From an optimization exercise on the open Yosys and OpenROAD flow, aimed at small area, a short achievable clock period and few clock cycles per item; shortcuts taken in it are not production practice. The RTL was checked by simulation tests, not by an equivalence proof against the original design. The flow treats the clock pin as an ideal source, which a real chip does not have. No activity file was given, so power comes from the tool's default toggle rates.

==> run H <==
Design main, start of the top module:
module main(
    input clk, rst, start,
    input [3:0] ip,
    output reg [59:0] ans,
    output reg finish
    );
    function automatic ge4(input [3:0] x, input [3:0] y);
        reg r;
        integer j;
        begin
            r = 1'b1;
            for (j = 0; j < 4; j = j + 1)
                r = (x[j] ^ y[j]) ? x[j] : r;
            ge4 = r;
        end
    endfunction
    function automatic gek(input [6:0] x, input [6:0] k);
        reg r;
        integer j;
        begin
            r = 1'b1;
            for (j = 0; j < 7; j = j + 1)
                r = k[j] ? (x[j] & r) : (x[j] | r);
            gek = r;
        end
    endfunction
    reg [3:0]  d;       
    localparam [6:0] B = 7'd26;
    reg [6:0]  cnt;     
    reg        busy;    
    reg [47:0] s;       
    reg [11:0] v;       
    wire [11:0] keep, frz;
    genvar i;
    generate
        for (i = 0; i < 12; i = i + 1) begin : pos
            assign frz[i]  = gek(cnt, B + 90 + i);
            assign keep[i] = frz[i] | (v[i] & ge4(s[4*i+:4], d));
        end
    endgenerate
    wire [11:0] vn = {keep[10:0], 1'b1};
    wire [11:0] wr = vn & ~keep;
    wire rot  = busy & gek(cnt, B + 86);
    wire addx = gek(cnt, B + 89);
    wire [11:0] sel;
    generate
        for (i = 0; i < 12; i = i + 1) begin : sl
            assign sel[i] = cnt == B + 89 + i;
        end
    endgenerate
    reg  [3:0] ss;
    reg        sv;
    integer k;
    always @(*) begin
        ss = 4'd0;
        sv = 1'b0;
        for (k = 0; k < 12; k = k + 1) begin
            ss = ss | (s[4*k+:4] & {4{sel[k]}});
  ...
Settings: LEC_CHECK=0, ABC_AREA=1, CAP_MARGIN=20, CORE_MARGIN=2, CORE_UTILIZATION=55, CTS_BUF_LIST=sky130_fd_sc_hd__clkbuf_8, CTS_CLUSTER_DIAMETER=100, CTS_CLUSTER_SIZE=30, SLEW_MARGIN=20; clock period 25.0 ns.
standard.sh (not shown) runs the stock make flow with config.mk's settings and CLKGATE_MAP_FILE= SYNTH_SCRIPT=/design/flow/synth_recipe.tcl, a recipe that flattens the netlist after the stock synthesis.
==> flow/flow/run.sh <==
#!/bin/bash
# The standard layout (standard.sh) with these changes:
# - plain buf_1 cells as the port buffers;
# - buffers that Yosys/ABC put in the netlist are removed at floorplan
#   (repair_design adds back what slew and load need);
# - clock tree made by flow/mcts.tcl instead of TritonCTS: the clock port
#   drives one clkbuf_16, which drives one buffer per group of nearby
#   flip-flops;
# - logic cells that synthesis sized up set back to their smallest size
#   (flow/downsize.tcl), and the flip-flops that drive the outputs one size
#   up (flow/upsize_out.tcl);
# - the timing repair after global routing aimed at its worst path, past
#   the 25 ns constraint (the constraint itself is unchanged).
# Each step's full log is in orfs/logs/; standard.sh's own output goes to
# standard_cts.log and standard.log here.
set -euo pipefail
export BUFFER_PORTS_ARGS="-buffer_cell sky130_fd_sc_hd__buf_1"
export REMOVE_ABC_BUFFERS=1
export MCTS_GROUPS=6
export MCTS_LEAF=sky130_fd_sc_hd__clkbuf_16
export PRE_CTS_TCL="$PWD/flow/mcts.tcl"
export PRE_RESIZE_TCL="$PWD/flow/pre_resize.tcl"
bash standard.sh cts > standard_cts.log 2>&1
export SETUP_SLACK_MARGIN=19.1
export TNS_END_PERCENT=0
bash standard.sh > standard.log 2>&1
==> flow/flow/downsize.tcl <==
# Hook run before the resize step: logic cells that synthesis sized up are
# set back to the smallest cell with the same function; the repair steps
# that follow size up again where slew, load or timing need it.
set n 0
set saved 0.0
foreach inst [get_cells *] {
  set ref [get_property $inst ref_name]
  if {![regexp {^(sky130_fd_sc_hd__(\w+?))_(\d+)$} $ref -> stem base drv]} { continue }
  if {[regexp {^(df|edf|sdf|dl|clk|buf|tap|fill|decap|conb|dly)} $base]} { continue }
  set best $ref
  set barea [get_property [get_lib_cells */$ref] area]
  foreach lc [get_lib_cells */${stem}_*] {
    set nm [get_name $lc]
    if {![regexp "^${stem}_\\d+\$" $nm]} { continue }
    set a [get_property $lc area]
    if {$a < $barea} { set best $nm; set barea $a }
  }
  if {$best ne $ref} {
    set saved [expr {$saved + [get_property [get_lib_cells */$ref] area] - $barea}]
    replace_cell $inst $best
    incr n
  }
}
puts "downsize: $n cells, [format %.1f $saved] um2"
==> flow/flow/pre_resize.tcl <==
source [file dirname [info script]]/downsize.tcl
source [file dirname [info script]]/upsize_out.tcl
Other scripts of this flow, unchanged in this note and not shown: flow/flow/mcts.tcl, flow/flow/upsize_out.tcl
==> run X (differences from run H) <==
--- a/flow/flow/downsize.tcl
+++ b/flow/flow/downsize.tcl
@@ -12,6 +12,7 @@
   foreach lc [get_lib_cells */${stem}_*] {
     set nm [get_name $lc]
     if {![regexp "^${stem}_\\d+\$" $nm]} { continue }
+    if {[get_property $lc is_dont_use]} { continue }
     set a [get_property $lc area]
     if {$a < $barea} { set best $nm; set barea $a }
   }
Settings changed: CORE_UTILIZATION 55 to 40.
==> run M (differences from run H) <==
Settings changed: CORE_UTILIZATION 55 to 65.
==> run K (differences from run H) <==
--- a/flow/flow/run.sh
+++ b/flow/flow/run.sh
@@ -6,9 +6,7 @@
 # - clock tree made by flow/mcts.tcl instead of TritonCTS: the clock port
 #   drives one clkbuf_16, which drives one buffer per group of nearby
 #   flip-flops;
-# - logic cells that synthesis sized up set back to their smallest size
-#   (flow/downsize.tcl), and the flip-flops that drive the outputs one size
-#   up (flow/upsize_out.tcl);
+# - the flip-flops that drive the outputs one size up (flow/upsize_out.tcl);
 # - the timing repair after global routing aimed at its worst path, past
 #   the 25 ns constraint (the constraint itself is unchanged).
 # Each step's full log is in orfs/logs/; standard.sh's own output goes to
@@ -19,7 +17,7 @@
 export MCTS_GROUPS=6
 export MCTS_LEAF=sky130_fd_sc_hd__clkbuf_16
 export PRE_CTS_TCL="$PWD/flow/mcts.tcl"
-export PRE_RESIZE_TCL="$PWD/flow/pre_resize.tcl"
+export PRE_RESIZE_TCL="$PWD/flow/upsize_out.tcl"
 bash standard.sh cts > standard_cts.log 2>&1
 export SETUP_SLACK_MARGIN=19.1
 export TNS_END_PERCENT=0
Settings changed: CORE_UTILIZATION 55 to 40.
removed: flow/flow/downsize.tcl
removed: flow/flow/pre_resize.tcl
==> notes <==
Run X aborted during placement repair. Run M finished clean. Run H finished with timing, DRC and antenna clean. Run K finished with timing, DRC and antenna clean. The highest via count belongs to run M, the lowest to run K. Clock skew, lowest first: run M, run H, run K. Wire length: run H > run K > run M. In clock power, run H and run M hardly differ. Die area, highest first: run K, run H, run M. Fmax, lowest first: run M, run H, run K.
==> figures <==
metric	run M	run K	run H	run X
Result of the run	complete, no violations	complete, no violations	complete, no violations	aborted with a tool error
Failing step	-	-	-	placement repair
Most common cell after layout, fill and taps aside	nor2_1	nand2_1	nor2_1	-
Min setup slack post-route	19.08 ns	19.09 ns	19.09 ns	-
Switching share of power	0.214	0.224	0.222	-
Initial cell density of the core	0.675	0.406	0.559	0.406
Highest attainable clock frequency	169 MHz	169 MHz	169 MHz	-
Post-CTS Resized	0	0	0	-
Post-DR wirelength/cell	16.2 um	15.3 um	16.7 um	-
Element type at the critical path end	output pin	output pin	output pin	-
Clk network pwr share	0.315	0.320	0.319	-
Drt first pass iters	5	7	5	-
Path class of the lowest-slack min-delay path	flop to flop	flop to flop	flop to flop	-
Tightest slew margin relative to the limit	0.331	0.340	0.371	-
Testbench counts of run H, summed over its fixed seeds: cycles 19,584, lines 192.
Testbench counts of run X, summed over its fixed seeds: cycles 19,584, lines 192.
Testbench counts of run M, summed over its fixed seeds: cycles 19,584, lines 192.
Testbench counts of run K, summed over its fixed seeds: cycles 19,584, lines 192.


==> exp/juniper: inputs <==
main again, from the RTL that the note above started with.
## main
module main(
    input clk, rst, start,
    input [3:0] ip,
    output reg [59:0] ans,
    output reg finish
    );
==> flow/config.mk <==
export PLATFORM = sky130hd
export DESIGN_NAME = main
export DESIGN_NICKNAME = main
export VERILOG_FILES = /design/flow/design.v
export SDC_FILE = /design/flow/constraint.sdc
export NUM_CORES = 4
export LEC_CHECK = 0
export ABC_AREA = 1
export CAP_MARGIN = 20
export CORE_MARGIN = 2
export CORE_UTILIZATION = 40
export CTS_BUF_LIST = sky130_fd_sc_hd__clkbuf_8
export CTS_CLUSTER_DIAMETER = 100
export CTS_CLUSTER_SIZE = 30
export SLEW_MARGIN = 20
==> flow/constraint.sdc <==
create_clock -name core_clock -period 25.0 [get_ports {clk}]
set_input_delay 5.0000 -clock core_clock [delete_from_list [all_inputs] [get_ports {clk}]]
set_output_delay 5.0000 -clock core_clock [all_outputs]
set_load 0.01 [all_outputs]
==> flow/flow/run.sh <==
#!/bin/bash
# The standard layout with three changes: plain buf_1 cells as the port
# buffers, the flip-flops that drive the outputs one size up, and the
# timing repair after global routing aimed at its worst path, past the
# 25 ns constraint.
set -euo pipefail
export BUFFER_PORTS_ARGS="-buffer_cell sky130_fd_sc_hd__buf_1"
export REMOVE_ABC_BUFFERS=1
export CTS_ARGS="-sink_clustering_enable -repair_clock_nets -sink_clustering_size 30 -sink_clustering_max_diameter 100 -buf_list sky130_fd_sc_hd__clkbuf_8 -root_buf sky130_fd_sc_hd__clkbuf_16 -dont_use_dummy_load"
export PRE_RESIZE_TCL="$PWD/flow/upsize_out.tcl"
bash standard.sh cts > standard_cts.log 2>&1
export SETUP_SLACK_MARGIN=19.2
export TNS_END_PERCENT=0
bash standard.sh > standard.log 2>&1
==> flow/flow/upsize_out.tcl <==
# Hook run before the resize step: the flip-flops that drive output ports
# through their port buffers get a stronger drive (same function, same cell
# type, larger size), to speed up the paths to the outputs.
set n 0
foreach p [get_ports *] {
  if {[get_property $p direction] != "output"} { continue }
  set net [get_nets [get_name $p]]
  foreach pin [get_pins -of_objects $net -filter "direction==output"] {
    set buf [get_cells -of_objects $pin]
    foreach in [get_pins -of_objects $buf -filter "direction==input"] {
      set n2 [get_nets -of_objects $in]
      foreach dp [get_pins -of_objects $n2 -filter "direction==output"] {
        set ff [get_cells -of_objects $dp]
        if {[get_property $ff ref_name] == "sky130_fd_sc_hd__dfxtp_1"} {
          replace_cell $ff sky130_fd_sc_hd__dfxtp_2
          incr n
        }
      }
    }
  }
}
puts "upsize_out: $n output flip-flops upsized"
==> exp/amber: changes against exp/juniper <==
==> flow/flow/run.sh (replaced) <==
#!/bin/bash
# The standard layout with two changes: plain buf_1 cells as the port
# buffers, and the flip-flops that drive the outputs one size up.
set -euo pipefail
export BUFFER_PORTS_ARGS="-buffer_cell sky130_fd_sc_hd__buf_1"
export PRE_RESIZE_TCL="$PWD/flow/upsize_out.tcl"
bash standard.sh > standard.log 2>&1
==> notes <==
In synthesized cell count, exp/amber and exp/juniper do not differ.
In exp/juniper the final cell count is larger than in exp/amber, by 1.9%.
Count of clock-buffer cells in the layout is the same in exp/juniper and exp/amber.
Non-clock buffer count: exp/amber is lower than exp/juniper (34).
exp/amber completed with no timing, DRC or antenna violations. exp/juniper finished with timing, DRC and antenna clean.
Sequential cell count is the same in exp/amber and exp/juniper.
Testbench counts of exp/juniper, summed over its fixed seeds: cycles 19,584, lines 192.
Testbench counts of exp/amber, summed over its fixed seeds: cycles 19,584, lines 192.

-- separate check: timing with driven ports --
Ports are ideal in the flow. The routed layouts listed here were re-timed in OpenROAD.
Step 1: set_driving_cell puts a clkbuf_16 on clk and a buf_2 on each other input, an assumption about the parent block.
Step 2 times the ports against the registers' clock, not the clock port: input delays grow and output delays shrink by t, the midpoint of the rising clock arrivals with the driver on.
Three values: ideal ports, drivers, drivers and shift; two values: the first two.
| run | t, ns | setup WS [ns] | latest minus earliest clock arrival (ns) | pins driven straight from the clock port |
|---|---|---|---|---|
| run H | 0.393 | 19.089 / 19.047 / 18.967 | 0.028 / 0.028 | 1 |
| run M | 0.384 | 19.084 / 19.043 / 18.793 | 0.014 / 0.014 | 1 |
| run K | 0.395 | 19.092 / 19.048 / 18.882 | 0.031 / 0.031 | 1 |
| exp/juniper | 0.401 | 19.138 / 19.097 / 18.846 | 0.024 / 0.024 | 1 |
| exp/amber | 0.484 | 18.896 / 18.896 / 18.678 | 0.012 / 0.012 | 1 |
After both steps every run listed still meets setup and hold. The setup slack of exp/juniper, which loses most, moves by -0.041 ns with the drivers and by -0.292 ns with both steps.
